Background: an optimization exercise with open tools, aiming at small area. Do not read the settings as production practice.
In this exercise RTL edits were held to simulation tests only and were not proved equivalent to the original.
Power is estimated from default activity; no workload was simulated.

==> design/flow/design.v <==
module KFPS2KB_Shift_Register #(
    parameter over_time = 16'd1000
) (
    input   logic           clock,
    input   logic           reset,
    input   logic           device_clock,
    input   logic           device_data,
    output  logic   [7:0]   register,
    output  logic           recieved_flag,
    output  logic           error_flag
);
    typedef enum {READY, RECEIVING, STOPBIT} shit_state_t;
    logic           prev_device_clock;
    logic           device_clock_edge;
    logic   [8:0]   shift_register;
    logic   [3:0]   bit_count;
    logic           parity_bit;
    logic   [15:0]  receiving_time;
    logic           over_receiving_time;
    shit_state_t    next_state;
    shit_state_t    state;
    always_ff @(negedge clock, posedge reset) begin
        if (reset)
            prev_device_clock <= 1'b0;
        else
            prev_device_clock <= device_clock;
    end
    assign device_clock_edge = (prev_device_clock != device_clock) & (device_clock == 1'b0);
    always_ff @(negedge clock, posedge reset) begin
        if (reset)
            shift_register <= 9'b0_0000_0000;
        else if ((state == RECEIVING) & (device_clock_edge))
            shift_register <= {device_data, shift_register[8:1]};
        else
            shift_register <= shift_register;
    end
    always_ff @(negedge clock, posedge reset) begin
        if (reset)
            bit_count <= 4'b0000;
        else if (state == READY)
            bit_count <= 4'b0000;
        else if ((state == RECEIVING) & (device_clock_edge))
            bit_count <= bit_count + 4'b0001;
        else
            bit_count <= bit_count;
    end
    assign parity_bit = ~(shift_register[0]
                        + shift_register[1]
                        + shift_register[2]
                        + shift_register[3]
                        + shift_register[4]
                        + shift_register[5]
                        + shift_register[6]
                        + shift_register[7]);
    always_ff @(negedge clock, posedge reset) begin
        if (reset)
            receiving_time <= 16'h0000;
        else if (state == READY)
            receiving_time <= 16'h0000;
        else if (device_clock_edge)
            receiving_time <= 16'h0000;
        else if (over_receiving_time == 1'b0)
            receiving_time <= receiving_time + 16'h0001;
        else
            receiving_time <= receiving_time;
    end
    assign over_receiving_time = (receiving_time >= over_time) ? 1'b1 : 1'b0;
    always_ff @(negedge clock, posedge reset) begin
        if (reset) begin
            recieved_flag <= 1'b0;
            error_flag    <= 1'b0;
        end
        else if (over_receiving_time) begin
            recieved_flag <= 1'b0;
            error_flag    <= 1'b1;
        end
        else if (state == STOPBIT) begin
            if (device_clock_edge) begin
                if ((device_data == 1'b1) && (shift_register[8] == parity_bit)) begin
                    recieved_flag <= 1'b1;
                    error_flag    <= 1'b0;
                end
                else begin
                    recieved_flag <= 1'b0;
                    error_flag    <= 1'b1;
                end
            end
            else begin
                recieved_flag <= 1'b0;
                error_flag    <= 1'b0;
            end
        end
        else begin
            recieved_flag <= 1'b0;
            error_flag    <= 1'b0;
        end
    end
    always_ff @(negedge clock, posedge reset) begin
        if (reset)
            register <= 8'h00;
        else if ((state == STOPBIT) && (device_clock_edge))
            register <= shift_register[7:0];
        else
            register <= register;
    end
    always_comb begin
        next_state = READY;
        case (state)
            READY: begin
                if ((device_clock_edge) && (device_data == 1'b0))
                    next_state = RECEIVING;
                else
                    next_state = READY;
            end
            RECEIVING: begin
                if (bit_count >= 4'b1001)
                    next_state = STOPBIT;
                else
                    next_state = RECEIVING;
            end
            STOPBIT: begin
                if (device_clock_edge)
                    next_state = READY;
                else
                    next_state = STOPBIT;
            end
        endcase
        if (over_receiving_time)
            next_state = READY;
    end
    always_ff @(negedge clock, posedge reset) begin
        if (reset)
            state <= READY;
        else
            state <= next_state;
    end
endmodule
module KFPS2KB #(
    parameter over_time = 16'd1000
) (
    input   logic           clock,
    input   logic           reset,
    input   logic           device_clock,
    input   logic           device_data,
    output  logic           irq,
    output  logic   [7:0]   keycode,
    input   logic           clear_keycode
);
    logic   [7:0]   register;
    logic           recieved_flag;
    logic           error_flag;
    logic           break_flag;
    KFPS2KB_Shift_Register #(
        .over_time      (over_time)
    ) u_Shift_Register (
        .clock          (clock),
        .reset          (reset),
        .device_clock   (device_clock),
        .device_data    (device_data),
        .register       (register),
        .recieved_flag  (recieved_flag),
        .error_flag     (error_flag)
    );
    function logic [7:0] scancode_converter (input [7:0] code);
        casez (code)
            8'h00: scancode_converter = 8'hFF;
            8'h01: scancode_converter = 8'h43;   
            8'h02: scancode_converter = 8'h41;
            8'h03: scancode_converter = 8'h3F;   
            8'h04: scancode_converter = 8'h3D;   
            8'h05: scancode_converter = 8'h3B;   
            8'h06: scancode_converter = 8'h3C;   
            8'h07: scancode_converter = 8'h58;   
            8'h08: scancode_converter = 8'h64;
            8'h09: scancode_converter = 8'h44;   
            8'h0A: scancode_converter = 8'h42;   
            8'h0B: scancode_converter = 8'h40;   
            8'h0C: scancode_converter = 8'h3E;   
            8'h0D: scancode_converter = 8'h0F;   
            8'h0E: scancode_converter = 8'h29;   
            8'h0F: scancode_converter = 8'h59;
            8'h10: scancode_converter = 8'h65;
            8'h11: scancode_converter = 8'h38;   
            8'h12: scancode_converter = 8'h2A;   
            8'h13: scancode_converter = 8'h70;   
            8'h14: scancode_converter = 8'h1D;   
            8'h15: scancode_converter = 8'h10;   
            8'h16: scancode_converter = 8'h02;   
            8'h17: scancode_converter = 8'h5A;
            8'h18: scancode_converter = 8'h66;
            8'h19: scancode_converter = 8'h71;
            8'h1A: scancode_converter = 8'h2C;   
            8'h1B: scancode_converter = 8'h1F;   
            8'h1C: scancode_converter = 8'h1E;   
            8'h1D: scancode_converter = 8'h11;   
            8'h1E: scancode_converter = 8'h03;   
            8'h1F: scancode_converter = 8'h5B;   
            8'h20: scancode_converter = 8'h67;
            8'h21: scancode_converter = 8'h2E;   
            8'h22: scancode_converter = 8'h2D;   
            8'h23: scancode_converter = 8'h20;   
            8'h24: scancode_converter = 8'h12;   
            8'h25: scancode_converter = 8'h05;   
            8'h26: scancode_converter = 8'h04;   
            8'h27: scancode_converter = 8'h5C;   
            8'h28: scancode_converter = 8'h68;
            8'h29: scancode_converter = 8'h39;   
            8'h2A: scancode_converter = 8'h2F;   
            8'h2B: scancode_converter = 8'h21;   
            8'h2C: scancode_converter = 8'h14;   
            8'h2D: scancode_converter = 8'h13;   
            8'h2E: scancode_converter = 8'h06;   
            8'h2F: scancode_converter = 8'h5D;   
            8'h30: scancode_converter = 8'h69;
            8'h31: scancode_converter = 8'h31;   
            8'h32: scancode_converter = 8'h30;   
            8'h33: scancode_converter = 8'h23;   
            8'h34: scancode_converter = 8'h22;   
            8'h35: scancode_converter = 8'h15;   
            8'h36: scancode_converter = 8'h07;   
            8'h37: scancode_converter = 8'h5E;
            8'h38: scancode_converter = 8'h6A;
            8'h39: scancode_converter = 8'h72;
            8'h3A: scancode_converter = 8'h32;   
            8'h3B: scancode_converter = 8'h24;   
            8'h3C: scancode_converter = 8'h16;   
            8'h3D: scancode_converter = 8'h08;   
            8'h3E: scancode_converter = 8'h09;   
            8'h3F: scancode_converter = 8'h5F;
            8'h40: scancode_converter = 8'h6B;
            8'h41: scancode_converter = 8'h33;   
            8'h42: scancode_converter = 8'h25;   
            8'h43: scancode_converter = 8'h17;   
            8'h44: scancode_converter = 8'h18;   
            8'h45: scancode_converter = 8'h0B;   
            8'h46: scancode_converter = 8'h0A;   
            8'h47: scancode_converter = 8'h60;
            8'h48: scancode_converter = 8'h6C;
            8'h49: scancode_converter = 8'h34;   
            8'h4A: scancode_converter = 8'h35;   
            8'h4B: scancode_converter = 8'h26;   
            8'h4C: scancode_converter = 8'h27;   
            8'h4D: scancode_converter = 8'h19;   
            8'h4E: scancode_converter = 8'h0C;   
            8'h4F: scancode_converter = 8'h61;
            8'h50: scancode_converter = 8'h6D;
            8'h51: scancode_converter = 8'h7D;   
            8'h52: scancode_converter = 8'h28;   
            8'h53: scancode_converter = 8'h74;
            8'h54: scancode_converter = 8'h1A;   
            8'h55: scancode_converter = 8'h0D;   
            8'h56: scancode_converter = 8'h62;
            8'h57: scancode_converter = 8'h6E;
            8'h58: scancode_converter = 8'h3A;   
            8'h59: scancode_converter = 8'h36;   
            8'h5A: scancode_converter = 8'h1C;   
            8'h5B: scancode_converter = 8'h1B;   
            8'h5C: scancode_converter = 8'h75;
            8'h5D: scancode_converter = 8'h2B;   
            8'h5E: scancode_converter = 8'h63;
            8'h5F: scancode_converter = 8'h76;
            8'h60: scancode_converter = 8'h55;
            8'h61: scancode_converter = 8'h56;
            8'h62: scancode_converter = 8'h77;
            8'h63: scancode_converter = 8'h78;
            8'h64: scancode_converter = 8'h79;   
            8'h65: scancode_converter = 8'h7A;
            8'h66: scancode_converter = 8'h0E;   
            8'h67: scancode_converter = 8'h7B;   
            8'h68: scancode_converter = 8'h7C;
            8'h69: scancode_converter = 8'h4F;   
            8'h6A: scancode_converter = 8'h7D;
            8'h6B: scancode_converter = 8'h4B;   
            8'h6C: scancode_converter = 8'h47;   
            8'h6D: scancode_converter = 8'h7E;
            8'h6E: scancode_converter = 8'h7F;
            8'h6F: scancode_converter = 8'h6F;
            8'h70: scancode_converter = 8'h52;   
            8'h71: scancode_converter = 8'h53;   
            8'h72: scancode_converter = 8'h50;   
            8'h73: scancode_converter = 8'h4C;   
            8'h74: scancode_converter = 8'h4D;   
            8'h75: scancode_converter = 8'h48;   
            8'h76: scancode_converter = 8'h01;   
            8'h77: scancode_converter = 8'h45;   
            8'h78: scancode_converter = 8'h57;   
            8'h79: scancode_converter = 8'h4E;   
            8'h7A: scancode_converter = 8'h51;   
            8'h7B: scancode_converter = 8'h4A;   
            8'h7C: scancode_converter = 8'h37;   
            8'h7D: scancode_converter = 8'h49;   
            8'h7E: scancode_converter = 8'h46;   
            8'h7F: scancode_converter = 8'h54;
            8'h80: scancode_converter = 8'h81;
            8'h81: scancode_converter = 8'h82;
            8'h82: scancode_converter = 8'h83;
            8'h83: scancode_converter = 8'h41;   
            8'h84: scancode_converter = 8'h84;
            8'h85: scancode_converter = 8'h85;
            8'h86: scancode_converter = 8'h86;
            8'h87: scancode_converter = 8'h87;
            8'h88: scancode_converter = 8'h88;
            8'h89: scancode_converter = 8'h89;
            8'h8A: scancode_converter = 8'h8A;
            8'h8B: scancode_converter = 8'h8B;
            8'h8C: scancode_converter = 8'h8C;
            8'h8D: scancode_converter = 8'h8D;
            8'h8E: scancode_converter = 8'h8E;
            8'h8F: scancode_converter = 8'h8F;
            default:
                scancode_converter = code;
        endcase
    endfunction
    always_ff @(negedge clock, posedge reset) begin
        if (reset) begin
            irq         <= 1'b0;
            keycode     <= 8'h00;
            break_flag  <= 1'b0;
        end
        else if (clear_keycode) begin
            irq         <= 1'b0;
            keycode     <= 8'h00;
            break_flag  <= 1'b0;
        end
        else if (error_flag) begin
            irq         <= 1'b1;
            keycode     <= 8'hFF;
            break_flag  <= 1'b0;
        end
        else if (recieved_flag) begin
            if (irq == 1'b1) begin
                irq         <= 1'b1;
                keycode     <= 8'hFF;
                break_flag  <= 1'b0;
            end
            else if (register == 8'hF0) begin
                irq         <= 1'b0;
                keycode     <= 8'h00;
                break_flag  <= 1'b1;
            end
            else begin
                irq         <= 1'b1;
                keycode     <= scancode_converter(register) | (break_flag ? 8'h80 : 8'h00);
                break_flag  <= 1'b0;
            end
        end
        else begin
            irq         <= irq;
            keycode     <= keycode;
            break_flag  <= break_flag;
        end
    end
endmodule
==> design/flow/run.sh <==
#!/bin/bash
# synth_recipe.tcl (not shown) runs the flow's synth.tcl, then flattens the netlist and writes it again
# the make line also repeats each setting of config.mk as NAME=value (left out here)
make -C /OpenROAD-flow-scripts/flow DESIGN_CONFIG=/design/flow/config.mk WORK_HOME=/design/flow/orfs CLKGATE_MAP_FILE= SYNTH_SCRIPT=/design/flow/synth_recipe.tcl finish
==> design/flow/config.mk <==
export PLATFORM = sky130hd
export DESIGN_NAME = KFPS2KB
export DESIGN_NICKNAME = KFPS2KB
export VERILOG_FILES = /design/flow/design.v
export SDC_FILE = /design/flow/constraint.sdc
export NUM_CORES = 4
export LEC_CHECK = 0
export CAP_MARGIN = 20
export CORE_MARGIN = 2
export CORE_UTILIZATION = 40
export SLEW_MARGIN = 20
==> design/flow/constraint.sdc <==
create_clock -name core_clock -period 10.0 [get_ports {clock}]
set_input_delay 2.0000 -clock core_clock [delete_from_list [all_inputs] [get_ports {clock}]]
set_output_delay 2.0000 -clock core_clock [all_outputs]
set_load 0.01 [all_outputs]
==> notes.md, run 1 <==
* Outcome: no timing/DRC/antenna violations
* Synth Instances at 646
* RSZ-0062 raised after global routing: false
* Endpoints failing hold at 0
* Net Count, Synth at 656
* Wirelength per Cell at 22.3 um
* Die H at roughly 120 um
* Largest net degree at the start of global routing at 69
* Post-DRT Antenna Nets at 0
* Vias post-DR at 5338
* Worst skew pair latency at ~0.32 ns
* Synthesis-to-finish area growth at 6.40%
* First-pass GRT wire length at 27.6 mm
* Vias/cell at 6.78
* Skew final at a little under 0.005 ns
* Met2 routed WL at 7.72 mm
* Req. time, crit path at 5.17 ns
* Worst-path clk slew at 0.05 ns
* Post-layout util at 43.8%
* DRT iter0 DRCs at 1230
* GPL Wtd Cong at 0.995
* Commonest non-fill, non-tap cells in the layout: nor2_1, dfrtn_1, nand2_1, nor3_1
* Drc violations at 0
* DP Cell Count at 779
* Total power per unit cell area at 185 nW/um^2
* Hold_buf cts at 0
* First-pass DRT Iterations at 6
* Ant diodes at 0
* Starting Density at 41.2%
* I/O pins at 14
* Layout net count at 628
* Leakage at 1.92 nW
* Slew @ Worst Pin at between 0.9 and 1 ns
* Synthesized flop and latch total at 52
* Met3 wire len at 1.89 mm
* Reg area at approximately 1300 um^2
* Share of cells above drive strength 1 at 10.2%
* CTS Buffer Depth at 2
* R2R cell count at 9
* PostCTS Resize Cnt at 0
* Total Routing Usage GR at 26.6%
* Slew Limit Headroom at 37.9%
* Hold Path Class: flip-flop to flip-flop
* Most common cell after layout, fill and taps aside: nor2_1
* Non-Filler Instances at 787
* # rows at 40
* Clock Sinks at 52
* Most used DFF post-synth: dfrtn_1
* Cell area after synthesis at slightly below 5000 um^2
* Asr flop ratio synth at 100%
* Final setup violation count at 0
* Wl on met1 at 6.93 mm
* Fin Setup TNS at 0 ns
* Type of the worst setup path: input pin to flip-flop
* TritonCTS clock tree: built
* Final max-slew violation count at 0
* PortBufs at 13
* Antenna violations before repair at 0
* CP Capture Type: flip-flop
* Seq/Total Area, Yosys at 26.2%
* Vias in the first global route at 5022
* Clock buffer count from CTS at 5
* Routed WL at 17.6 mm
* Startpoint types: input pin
* Post-CTS Setup Inserts at 0
* Hold path cells at 1
* VDD IR max at 0.173 mV
* Die Area at between 10000 and 15000 um^2
* Total power at 976 uW
* Uppermost routed layer: met4
* Synth cell types at 77
* Hold_ws at 0.444 ns
* Core area at approximately 12000 um^2
* Maximum Capacitance Violations at 0
* H-tree levels at 2
* Worst-path fanout max at 13
* Number of flops mapped to enable cells by yosys at 0
* Worst endpoint data arrival time at 3.94 ns
* Detailed Place HPWL at roughly 12 mm
* Clock Root Buffer: clkbuf_16
* Fillers at approximately 1200
* Syn avg cell area at 7.69 um^2
* Grt ovf at 0
* Synth warn at 2
* Overall die width at 115 um
* Area of the multi-input gates at 3290 um^2
==> critical path, cell delays in order <==
cell             delay, ns
clkdlybuf4s50_1       0.50
nor3_1                0.23
buf_4                 0.22
nor3_1                0.10
a221oi_1              0.24
o21ai_0               0.13
nor4_1                0.26
o2111a_1              0.22
nor2_1                0.05
==> logic make-up (layout without fill, tap and decap cells) <==
family / count (synthesis) / count (layout) / share of synthesized area (%)
AND/OR/NAND/NOR: 278 / 278 / 30.2
buffers and inverters: 79 / 52 / 7.79
adder cells (fa/ha/maj): 5 / 5 / 1.26
flip-flops: 52 / 52 / 26.2
multiplexers: 15 / 15 / 3.33
AO/OA/AOI/OAI: 193 / 193 / 27.0
XOR/XNOR: 24 / 24 / 4.23
==> cells in the mapped netlist (15+ instances only) <==
cell       n  area share, %
nand2_1   50            3.8
o21ai_0   35            3.5
xnor2_1   15            2.6
nor2_1    71            5.4
inv_1     15            1.1
nand2b_1  18            2.3
nor3_1    36            3.6
nand3_1   25            2.5
a21oi_1   35            3.5
a31oi_1   15            1.9
buf_2     27            2.7
dfrtn_1   52             26
clkbuf_1  23            1.7
==> power breakdown <==
group          internal, mW  switching [mW]
clock                 0.121          0.0833
combinational         0.185           0.289
sequential            0.256          0.0425
total                 0.562           0.414
==> routing by layer <==
layer	global-route usage, %	vias to the layer above
li1	-	2373
met4	15.7	0
met5	0	-
met3	6.12	94
met2	40.2	345
met1	34.7	2526
==> path summary, 6_finish.rpt <==
| kind | startpoint | end | slack [ns] |
|---|---|---|---|
| worst min register to register | keycode[7] | keycode[7] | 0.44 |
| worst max register to register | u_Shift_Register.register[2] | keycode[2] | 6.31 |
| worst max-delay path | clear_keycode | keycode[5] | 1.23 |
| min in group asynchronous | reset | u_Shift_Register.receiving_time[13] | 7.05 |
| max in group asynchronous | reset | u_Shift_Register.register[0] | 2.41 |
| worst min-delay path | keycode[7] | keycode[7] | 0.44 |
==> state kept, by name, indices dropped and copies added (netlist names) <==
register and flops:
break_flag 1, u_Shift_Register.error_flag 1, u_Shift_Register.receiving_time 16, irq 1
u_Shift_Register.state 2, u_Shift_Register.shift_register 9, u_Shift_Register.register 8, u_Shift_Register.bit_count 4
u_Shift_Register.prev_device_clock 1, keycode 8, u_Shift_Register.recieved_flag 1
==> area by class of cell <==
cell class              instances  area share, %
well taps                     168           3.98
clock inverters                 3          0.947
flip-flops and latches         52           24.6
multi-input cells             515           62.3
inverters                      15           1.09
repair buffers                 29           4.74
clock buffers                   5           2.37
==> stage by stage <==
stage | worst slack [ns] | cell area, um^2
6_report | 1.23 | 5280
2_1_floorplan | 1.46 | 4970
4_1_cts | 1.23 | 5280
3_3_place_gp | 0.983 | 5110
3_5_place_dp | 0.910 | 5110
5_1_grt | 1.12 | 5280
==> run 2: changes to the inputs <==
--- a/design/flow/design.v
+++ b/design/flow/design.v
@@ -1,5 +1,3 @@
-module KFPS2KB_Shift_Register #(
-    parameter over_time = 16'd1000
-) (
+module KFPS2KB_Shift_Register (
     input   logic           clock,
     input   logic           reset,
@@ -10,128 +8,66 @@
     output  logic           error_flag
 );
-    typedef enum {READY, RECEIVING, STOPBIT} shit_state_t;
+    localparam logic [9:0] LFSR_OVER = 10'h164;
     logic           prev_device_clock;
     logic           device_clock_edge;
-    logic   [8:0]   shift_register;
-    logic   [3:0]   bit_count;
-    logic           parity_bit;
-    logic   [15:0]  receiving_time;
-    logic           over_receiving_time;
-    shit_state_t    next_state;
-    shit_state_t    state;
-    always_ff @(negedge clock, posedge reset) begin
-        if (reset)
-            prev_device_clock <= 1'b0;
-        else
-            prev_device_clock <= device_clock;
-    end
-    assign device_clock_edge = (prev_device_clock != device_clock) & (device_clock == 1'b0);
-    always_ff @(negedge clock, posedge reset) begin
-        if (reset)
-            shift_register <= 9'b0_0000_0000;
-        else if ((state == RECEIVING) & (device_clock_edge))
-            shift_register <= {device_data, shift_register[8:1]};
-        else
-            shift_register <= shift_register;
-    end
-    always_ff @(negedge clock, posedge reset) begin
-        if (reset)
-            bit_count <= 4'b0000;
-        else if (state == READY)
-            bit_count <= 4'b0000;
-        else if ((state == RECEIVING) & (device_clock_edge))
-            bit_count <= bit_count + 4'b0001;
-        else
-            bit_count <= bit_count;
-    end
-    assign parity_bit = ~(shift_register[0]
-                        + shift_register[1]
-                        + shift_register[2]
-                        + shift_register[3]
-                        + shift_register[4]
-                        + shift_register[5]
-                        + shift_register[6]
-                        + shift_register[7]);
-    always_ff @(negedge clock, posedge reset) begin
-        if (reset)
-            receiving_time <= 16'h0000;
-        else if (state == READY)
-            receiving_time <= 16'h0000;
-        else if (device_clock_edge)
-            receiving_time <= 16'h0000;
-        else if (over_receiving_time == 1'b0)
-            receiving_time <= receiving_time + 16'h0001;
-        else
-            receiving_time <= receiving_time;
-    end
-    assign over_receiving_time = (receiving_time >= over_time) ? 1'b1 : 1'b0;
+    logic           busy;
+    logic   [1:0]   flag;
+    logic   [9:0]   shift_register;
+    logic   [9:0]   timer;
+    logic           over;
+    logic           timeout_cycle;
+    logic           start;
+    logic           stop_edge;
+    logic           good;
+    assign device_clock_edge = prev_device_clock & ~device_clock;
+    assign over          = busy & (timer == LFSR_OVER);
+    assign timeout_cycle = ~busy & flag[1] & flag[0];
+    assign start         = ~busy & ~timeout_cycle & device_clock_edge & ~device_data;
+    assign stop_edge     = busy & shift_register[0] & device_clock_edge;
+    assign good          = device_data & ^shift_register[9:1];
+    assign register      = shift_register[8:1];
+    assign recieved_flag = flag[0] & ~flag[1];
+    assign error_flag    = flag[1];
     always_ff @(negedge clock, posedge reset) begin
         if (reset) begin
-            recieved_flag <= 1'b0;
-            error_flag    <= 1'b0;
-        end
-        else if (over_receiving_time) begin
-            recieved_flag <= 1'b0;
-            error_flag    <= 1'b1;
+            prev_device_clock <= 1'b0;
+            busy              <= 1'b0;
+            flag              <= 2'b00;
         end
-        else if (state == STOPBIT) begin
-            if (device_clock_edge) begin
-                if ((device_data == 1'b1) && (shift_register[8] == parity_bit)) begin
-                    recieved_flag <= 1'b1;
-                    error_flag    <= 1'b0;
-                end
-                else begin
-                    recieved_flag <= 1'b0;
-                    error_flag    <= 1'b1;
-                end
+        else begin
+            prev_device_clock <= device_clock;
+            if (over) begin
+                busy <= 1'b0;
+                flag <= {1'b1, ~device_clock_edge};
+            end
+            else if (timeout_cycle) begin
+                busy <= 1'b0;
+                flag <= 2'b10;
+            end
+            else if (stop_edge) begin
+                busy <= 1'b0;
+                flag <= good ? 2'b01 : 2'b10;
             end
             else begin
-                recieved_flag <= 1'b0;
-                error_flag    <= 1'b0;
+                busy <= busy | start;
+                flag <= 2'b00;
             end
         end
-        else begin
-            recieved_flag <= 1'b0;
-            error_flag    <= 1'b0;
-        end
     end
     always_ff @(negedge clock, posedge reset) begin
         if (reset)
-            register <= 8'h00;
-        else if ((state == STOPBIT) && (device_clock_edge))
-            register <= shift_register[7:0];
-        else
-            register <= register;
-    end
-    always_comb begin
-        next_state = READY;
-        case (state)
-            READY: begin
-                if ((device_clock_edge) && (device_data == 1'b0))
-                    next_state = RECEIVING;
-                else
-                    next_state = READY;
-            end
-            RECEIVING: begin
-                if (bit_count >= 4'b1001)
-                    next_state = STOPBIT;
-                else
-                    next_state = RECEIVING;
-            end
-            STOPBIT: begin
-                if (device_clock_edge)
-                    next_state = READY;
-                else
-                    next_state = STOPBIT;
-            end
-        endcase
-        if (over_receiving_time)
-            next_state = READY;
+            shift_register <= 10'b0;
+        else if (start)
+            shift_register <= 10'b10_0000_0000;
+        else if (busy & ~shift_register[0] & device_clock_edge)
+            shift_register <= {device_data, shift_register[9:1]};
     end
     always_ff @(negedge clock, posedge reset) begin
         if (reset)
-            state <= READY;
+            timer <= 10'b0;
+        else if (busy & ~device_clock_edge)
+            timer <= {timer[8:0], ~(timer[9] ^ timer[6])};
         else
-            state <= next_state;
+            timer <= 10'b0;
     end
 endmodule
@@ -151,7 +87,5 @@
     logic           error_flag;
     logic           break_flag;
-    KFPS2KB_Shift_Register #(
-        .over_time      (over_time)
-    ) u_Shift_Register (
+    KFPS2KB_Shift_Register u_Shift_Register (
         .clock          (clock),
         .reset          (reset),
@@ -312,4 +246,6 @@
         endcase
     endfunction
+    logic is_break_code;
+    assign is_break_code = (register == 8'hF0);
     always_ff @(negedge clock, posedge reset) begin
         if (reset) begin
@@ -323,5 +259,5 @@
             break_flag  <= 1'b0;
         end
-        else if (error_flag) begin
+        else if (error_flag | (recieved_flag & irq)) begin
             irq         <= 1'b1;
             keycode     <= 8'hFF;
@@ -329,25 +265,10 @@
         end
         else if (recieved_flag) begin
-            if (irq == 1'b1) begin
-                irq         <= 1'b1;
-                keycode     <= 8'hFF;
-                break_flag  <= 1'b0;
-            end
-            else if (register == 8'hF0) begin
-                irq         <= 1'b0;
-                keycode     <= 8'h00;
-                break_flag  <= 1'b1;
-            end
-            else begin
+            break_flag  <= is_break_code;
+            if (~is_break_code) begin
                 irq         <= 1'b1;
-                keycode     <= scancode_converter(register) | (break_flag ? 8'h80 : 8'h00);
-                break_flag  <= 1'b0;
+                keycode     <= scancode_converter(register) | {break_flag, 7'h00};
             end
         end
-        else begin
-            irq         <= irq;
-            keycode     <= keycode;
-            break_flag  <= break_flag;
-        end
     end
 endmodule
==> run 2 against run 1 <==
Against the previous run:
- global-route usage is 2.4 points higher
- total power is 22% higher
- routed wire length is 26% lower
- critical path depth is 3 lower
- sequential share of layout area is 1.5 points lower
- critical path type unchanged
==> notes.md, run 2 <==
* Vias post-DR at 4031 (-24%)
* DRT iter0 DRCs at 629 (-49%)
* Cell area after synthesis at 3420 um^2 (-31%)
* Post-synth top area share at 24.9% (-1.3 points)
* Post-DRT Antenna Nets at 0 (unchanged)
* Biggest regs: u_Shift_Register.shift_register (10), u_Shift_Register.timer (10), keycode (8)
* Grt ovf at 0 (unchanged)
* Ant diodes at 0 (unchanged)
* Skew final at 0.00836 ns (+0.00345 ns)
* Startpoint types: input pin
* Worst endpoint data arrival time at 3.46 ns (-0.48 ns)
* Slew Limit Headroom at 32.8% (-5.1 points)
* GPL Wtd Cong at 0.967 (-2.8%)
* Slew @ Worst Pin at 1.01 ns (+0.0850 ns)
* Die H at 96.5 um (-16%)
* Worst-path fanout max at 9 (-4)
* Worst skew pair latency at 0.29 ns (-0.03 ns)
* Synth Instances at 485 (-25%)
* CTS Buffer Depth at 2 (unchanged)
* Antenna violations before repair at 0 (unchanged)
* Clock buffer count from CTS at 5 (unchanged)
* Largest area contributor in the netlist: dfrtn_1
* Non-Filler Instances at 571 (-27%)
* CP Depth at 6 (-3)
* RSZ-0062 raised after global routing: false
* Total Routing Usage GR at 29.0% (+2.4 points)
* # rows at 33 (-18%)
* Hold Path Class: flip-flop to flip-flop
* Maximum Capacitance Violations at 0 (unchanged)
* Drc violations at 0 (unchanged)
* Critical Path Max Stage Delay at 0.43 ns (-0.07 ns)
* Vias in the first global route at 3691 (-27%)
* R2R cell count at 8 (-1)
* H-tree levels at 2 (unchanged)
* Seq/Total Area, Yosys at 24.9% (-1.3 points)
* Hold path cells at 1 (unchanged)
* Synth area leaders: dfrtn_1, nand2_1, a21oi_1, ha_1, nor2_1
* First-pass GRT wire length at 20.3 mm (-26%)
* Final setup violation count at 0 (unchanged)
* Most common cell after layout, fill and taps aside: nand2_1
* Worst-path clk slew at 0.06 ns (about the same)
* Vias/cell at 7.06 (+4.1%)
* Outcome: no timing/DRC/antenna violations
* Core area at 8260 um^2 (-32%)
* DP Cell Count at 563 (-28%)
* CP most frequent cell: nand2_1
* PortBufs at 13 (unchanged)
* Number of flops mapped to enable cells by yosys at 0 (unchanged)
* Synth warn at 2 (unchanged)
* Asr flop ratio synth at 100% (unchanged)
* Buf+Inv Stages, Crit Path at 1 (-1)
* Fin Setup TNS at 0 ns (unchanged)
* Synthesis-to-finish area growth at 7.76%
* Cell chain of the critical path: clkdlybuf4s50_1 > nor2b_1 > nand2_1 > or2_2 > nand2_1 > nand3b_1
* Total power per unit cell area at 324 nW/um^2 (+75%)
* Die Area at 9300 um^2 (-30%)
* Detailed Place HPWL at 8.78 mm (-25%)
* TritonCTS clock tree: built
* Commonest non-fill, non-tap cells in the layout: nand2_1, nor2_1, a21oi_1, dfrtn_1, o21ai_0
* CP Capture Type: flip-flop
* Clock Root Buffer: clkbuf_8
* PostCTS Resize Cnt at 0 (unchanged)
* Req. time, crit path at 5.13 ns (-0.04 ns)
* First-pass DRT Iterations at 6 (unchanged)
* Clock Sinks at 34 (-35%)
* Most used DFF post-synth: dfrtn_1
* Starting Density at 41.4% (+0.24 points)
* Net Count, Synth at 506 (-23%)
* Wirelength per Cell at 22.8 um (+2.2%)
* Worst path slowest cell: clkdlybuf4s50_1
* Final max-slew violation count at 0 (unchanged)
* Syn avg cell area at 7.05 um^2 (-8.3%)
* Commonest cells post-synth: nand2_1, nor2_1, a21oi_1
* Type of the worst setup path: input pin to flip-flop
* Crit path max-delay family: simple AND/OR/NAND/NOR gates
* I/O pins at 14 (unchanged)
* Post-CTS Setup Inserts at 0 (unchanged)
* Share of cells above drive strength 1 at 6.01% (-4.2 points)
* Dominant cell by count in the synthesized netlist: nand2_1
* Synthesized flop and latch total at 34 (-35%)
* Routed WL at 13.0 mm (-26%)
* Hold_buf cts at 0 (unchanged)
* Overall die width at 96.5 um (-16%)
* VDD IR max at 0.175 mV (+1.2%)
* Largest net degree at the start of global routing at 35 (-49%)
* Leakage at 1.38 nW (-28%)
* Synth cell types at 60 (-22%)
* Layout net count at 486 (-23%)
* Hold_ws at 0.447 ns (+0.00319 ns)
* Endpoints failing hold at 0 (unchanged)
==> run 2: worst paths after layout <==
| kind | start | endpoint | slack [ns] |
|---|---|---|---|
| worst max-delay path | device_clock | u_Shift_Register.shift_register[9] | 1.68 |
| worst min-delay path | u_Shift_Register.timer[2] | u_Shift_Register.timer[3] | 0.45 |
| worst max register to register | u_Shift_Register.shift_register[1] | keycode[5] | 6.24 |
| worst min register to register | u_Shift_Register.timer[2] | u_Shift_Register.timer[3] | 0.45 |
| max in group asynchronous | reset | u_Shift_Register.shift_register[1] | 2.67 |
| min in group asynchronous | reset | keycode[7] | 6.99 |
==> run 2: cells by family (layout without fill, tap and decap cells) <==
| kind of cell | after synthesis | after routing | synth area share (%) |
|---|---|---|---|
| compound gates | 164 | 164 | 31.7 |
| xor+xnor | 5 | 5 | 1.28 |
| flops | 34 | 34 | 24.9 |
| fa+ha+maj | 16 | 16 | 5.85 |
| buf+inv | 63 | 44 | 7.54 |
| simple gates | 203 | 203 | 28.7 |
==> run 2: report_power, final <==
group	switching [mW]	internal, mW	leakage (nW)
Combinational	0.578	0.244	0.859
Clock	0.0537	0.0999	0.0683
Sequential	0.0434	0.176	0.456
Total	0.675	0.519	1.38
==> run 2: per-stage QoR <==
stage | setup WS, ns | power, mW | util, % | cell area [um^2]
floorplan | 1.87 | 0.789 | - | 3420
global placement | 1.39 | 1.01 | 43.0 | 3550
detailed placement | 1.38 | 0.998 | 43.0 | 3550
CTS | 1.68 | 1.16 | 44.6 | 3680
global route | 1.52 | 1.26 | 44.6 | 3680
finish | 1.68 | 1.19 | 44.6 | 3680
==> run 2: final cells by class <==
type / instances / area, um^2
clock buffers: 5 / 68.8
clock inverters: 3 / 68.8
fillers: 857 / 4570
inverters: 13 / 48.8
multi-input cells: 388 / 2310
flip-flops and latches: 34 / 851
well taps: 105 / 131
repair buffers: 23 / 205
==> run 2: layer usage <==
layer | wire, um | track usage, %
met1 | 4980 | 37.6
met3 | 1410 | 4.34
met2 | 5760 | 46.3
met4 | 891 | 15.7
met5 | 0 | 0
==> run 2: worst reg2reg max path, cell delays in order (launching register included) <==
cell	delay [ns]
dfrtn_1	0.52
inv_1	0.13
ha_1	0.56
nor4_4	0.75
nor2_1	0.14
nor4_2	0.43
nand4_1	0.18
or4_1	0.68
o31ai_1	0.36
